This design comes from an exercise in tuning for small area, a short achievable clock period and few clock cycles per item on the open sky130 flow, not from production work.
Only simulation tests tie the RTL to the original design; equivalence was not proved.

Design booth_multiplier, start of the top module:
module booth_multiplier #(
    parameter int N = 64
)(
    input  logic                    clk,
    input  logic                    rst,
    input  logic                    start,
    input  logic signed [N-1:0]     multiplicand,
    input  logic signed [N-1:0]     multiplier,
    output logic signed [(2*N)-1:0] product,
    output logic                    done
);
    logic [63:0]   M;           
    logic [63:0]   Q;           
    logic [65:0]   S, C;        
    logic [7:0]    SL, CL;      
    logic [3:0]    one, two, ng;       
    logic [3:0]    oneb, twob, ngb;    
    logic          first;       
    logic          firstc;      
    logic [2:0]    cnt;
    logic          busy, fin;
    logic [8:0]    lsum;
    logic          cout_g;
    assign lsum   = {1'b0, SL} + {1'b0, CL};
    assign cout_g = first ? 1'b0 : lsum[8];
    function automatic logic [2:0] recode(input logic [2:0] b);
        recode[2] = b[1] ^ b[0];
        recode[1] = (b[2] & ~b[1] & ~b[0]) | (~b[2] & b[1] & b[0]);
        recode[0] = b[2];
    endfunction
    logic [8:0] nb;       
    logic [3:0] one_n, two_n, ng_n;
    always_comb begin
        if (busy) nb = Q[15:7];
        else      nb = {multiplier[7:0], 1'b0};
        for (int j = 0; j < 4; j++)
  ...
export LEC_CHECK = 0
export CAP_MARGIN = 20
export CORE_MARGIN = 2
export CORE_UTILIZATION = 50
export SETUP_SLACK_MARGIN = 3.3
export SLEW_MARGIN = 20
export SYNTH_HIERARCHICAL = 1
export SYNTH_MINIMUM_KEEP_SIZE = 0
export BUFFER_PORTS_ARGS = -buffer_cell sky130_fd_sc_hd__buf_1
create_clock -name core_clock -period 6.0 [get_ports {clk}]
standard.sh (not shown) runs the stock make flow with config.mk's settings and CLKGATE_MAP_FILE= SYNTH_SCRIPT=/design/flow/synth_recipe.tcl, a recipe that flattens the netlist after the stock synthesis.
==> flow/flow/run.sh <==
#!/bin/bash
# Own layout flow: the standard flow, with the port buffers made from
# sky130_fd_sc_hd__buf_1 cells instead of the default cell.
set -e
cp standard.sh standard_sh.txt
echo "export BUFFER_PORTS_ARGS = -buffer_cell sky130_fd_sc_hd__buf_1" >> config.mk
bash standard.sh > standard.log 2>&1
Testbench counts at the start, summed over its fixed seeds: cycles 2,880, items 288.
==> next run, changes <==
CORE_UTILIZATION = 60   (was 50)
Effect:
- The new run finished with timing, DRC and antenna clean
- via count rose by 1.1%
- hold slack is better by 0.017 ns
- area after synthesis stays the same
- fmax climbs by 0.99%
- core utilization went up by 11 points
- synthesized cell count is unchanged
- count of clock-buffer cells in the layout shrinks by 8
- non-clock buffer count came out lower by 1
==> next run, changes <==
CORE_UTILIZATION = 70   (was 60)
SETUP_SLACK_MARGIN = 3.25   (was 3.3)
Result:
- The new run produced a clean layout
- worst setup slack is worse by 0.078 ns
- die area decreases by 14%
- count of clock-buffer cells in the layout rises by 6
- final cell count goes down by 2.3%
- first-iteration DRC count increases by 23%
==> next run, changes <==
CORE_UTILIZATION = 60   (was 70)
SETUP_SLACK_MARGIN = 3.15   (was 3.25)
What happened: Critical path depth came out lower by 1. Hold slack gets better by 0.012 ns. Non-clock buffer count goes down by 11. Final cell count goes up by 2.0%. Final area drops by 0.94%. Die area is higher by 16%. Via count fell by 4.8%. Core utilization decreases by 11 points.

oak:
booth_multiplier, a different RTL version from the one above (not shown whole).
Size: about 2400 cells after synthesis.
clock: 6.0 ns
lec_check: 0
cap_margin: 20
core_margin: 2
core_utilization: 60
setup_slack_margin: 3.0
slew_margin: 20
synth_hierarchical: 1
synth_minimum_keep_size: 0
buffer_ports_args: -buffer_cell sky130_fd_sc_hd__buf_1
Scripts as last shown in full above: flow/flow/run.sh
oak closes out successfully: all stages finished, all timing, DRC and antenna checks passed.
Testbench counts of oak, summed over its fixed seeds: cycles 2,880, items 288.
#### Input delta (maple over oak)
- changing SETUP_SLACK_MARGIN from 3.0 to 3.3
Notes after the runs:
All-layer global routing usage (lower): oak. maple was carried through to the last stage, and its layout satisfied the timing, design-rule and antenna checks. Changes observed in maple relative to oak: final area now sits higher, shortest clock period the worst path allows after layout went down. Summary: with oak as the reference, average detailed-routed wire length per instance in maple moved up by a few percent. Taking oak as the reference point, the core utilization of maple rises by 2.7 points.

Setup of run 1:
booth_multiplier, a different RTL version from the one above (not shown whole).
Size: ~260 I/O pins, ~25000 µm² of cells after synthesis.
clock: 6.0 ns
lec_check: 0
cap_margin: 20
core_margin: 2
core_utilization: 40
cts_buf_list: sky130_fd_sc_hd__clkbuf_4 sky130_fd_sc_hd__clkbuf_8
setup_slack_margin: 3.0
slew_margin: 20
synth_hierarchical: 1
synth_minimum_keep_size: 0
run.sh (not shown) runs the stock make flow with config.mk's settings and CLKGATE_MAP_FILE= SYNTH_SCRIPT=/design/flow/synth_recipe.tcl, a recipe that flattens the netlist after the stock synthesis.
Stock flow here: none of the scripts above is used.
Run 1: PASS, flow complete, no timing, DRC or antenna violations
Testbench counts of run 1, summed over its fixed seeds: cycles 2,880, items 288.
[inputs] run 2 vs run 1
Settings: CTS_BUF_LIST: sky130_fd_sc_hd__clkbuf_4 sky130_fd_sc_hd__clkbuf_8 -> unset.
--- outcome ---
- Run 1 → run 2: synthesis-to-finish area growth held steady; final area shows no meaningful change; fraction of standard cell area in multi-input logic shows no meaningful change; final critical delay including setup and external delays fell 33 ps.
- ~same worst hold slack in run 1 and run 2
- Lower via count of the first global-routing pass goes to run 2 over run 1.
- Between run 1 and run 2, the flow reports maximum clock frequency increasing slightly.
- Total buffers and inverters traversed by the critical path (higher): run 1
> inputs changed (run 2 -> run 3)
Settings: setting CTS_CLUSTER_SIZE to 40 for the first time; setting BUFFER_PORTS_ARGS to -buffer_cell sky130_fd_sc_hd__buf_2 for the first time; changing CORE_UTILIZATION from 40 to 60; setting CTS_BUF_LIST to sky130_fd_sc_hd__clkbuf_8 for the first time.
==> flow/flow/run.sh (new file) <==
#!/bin/bash
# Own layout flow: the standard flow, with the port buffers made from
# sky130_fd_sc_hd__buf_2 cells instead of the default cell.
set -e
cp standard.sh standard_sh.txt
echo "export BUFFER_PORTS_ARGS = -buffer_cell sky130_fd_sc_hd__buf_2" >> config.mk
bash standard.sh > standard.log 2>&1
==> flow/standard.sh (new file) <==
#!/bin/bash
# synth_recipe.tcl (not shown) runs the flow's synth.tcl, then flattens the netlist and writes it again
# the make line also repeats each setting of config.mk as NAME=value (left out here)
make -C /OpenROAD-flow-scripts/flow DESIGN_CONFIG=/design/flow/config.mk WORK_HOME=/design/flow/orfs CLKGATE_MAP_FILE= SYNTH_SCRIPT=/design/flow/synth_recipe.tcl "${@:-finish}"
removed: flow/run.sh
Findings:
Run 3 reached the end of the flow, and the finished layout is clean on the timing, design-rule and antenna checks. Between run 3 and run 2, the maximum cell stage delay along the critical path is higher for run 2. Diff run 2 -> run 3: area of all placed cells without fillers moved down, fraction of area in registers moved up. Measured against each other, run 3 and run 2 differ in clock-buffer cell count, the higher figure coming from run 3. In run 3 relative to run 2, wire length reported by the detailed router had gone down by a few percent. Number of stages on the worst setup path for run 3: 2 down relative to run 2. Run 3 ends up with a fraction of area in multi-input gates that is 4.1 points higher than in run 2. Run 3 reports a lower die span in y than run 2 does.

-- separate check: timing with driven ports --
The flow's constraints put no driver on any port. The routed layouts listed below were extracted and timed again, unchanged, in two steps.
Step 1 (the two cells are an assumption about what drives the block):
set clk [get_ports {clk}]
set_driving_cell -lib_cell sky130_fd_sc_hd__clkbuf_16 $clk
set_driving_cell -lib_cell sky130_fd_sc_hd__buf_2 [delete_from_list [all_inputs] $clk]
Step 2, shift: input delay + t, output delay - t, t = (earliest + latest rising clock arrival at the registers) / 2. This alone moves slack from input paths to output paths.
Slacks: ideal / step 1 / step 2; pairs: ideal / step 1.
| run | t, ns | slack for setup (ns) | hold WS [ns] | worst setup path after step 2 |
|---|---|---|---|---|
| the first run of note 1 | 0.615 | 3.328 / 3.328 / 2.910 | 0.484 / 0.465 / 0.509 | input to register |
| the second run of note 1 | 0.615 | 3.354 / 3.313 / 2.953 | 0.501 / 0.462 / 0.515 | input to register |
| the third run of note 1 | 0.609 | 3.276 / 3.276 / 2.998 | 0.487 / 0.472 / 0.524 | input to register |
| the fourth run of note 1 | 0.616 | 3.216 / 3.216 / 2.671 | 0.499 / 0.461 / 0.516 | input to register |
| oak | 0.619 | 3.131 / 3.131 / 2.637 | 0.488 / 0.459 / 0.518 | input to register |
| maple | 0.619 | 3.152 / 3.152 / 2.792 | 0.487 / 0.462 / 0.518 | input to register |
| run 1 | 0.742 | 2.903 / 2.903 / 2.558 | 0.487 / 0.487 / 0.487 | input to register |
| run 2 | 0.637 | 2.936 / 2.936 / 2.610 | 0.487 / 0.487 / 0.487 | input to register |
| run 3 | 0.702 | 3.032 / 3.032 / 2.620 | 0.406 / 0.405 / 0.486 | input to register |
After both steps setup and hold are still met in every run listed. The setup slack of the fourth run of note 1, which loses most, moves by 0.000 ns with the drivers and by -0.545 ns with both steps.
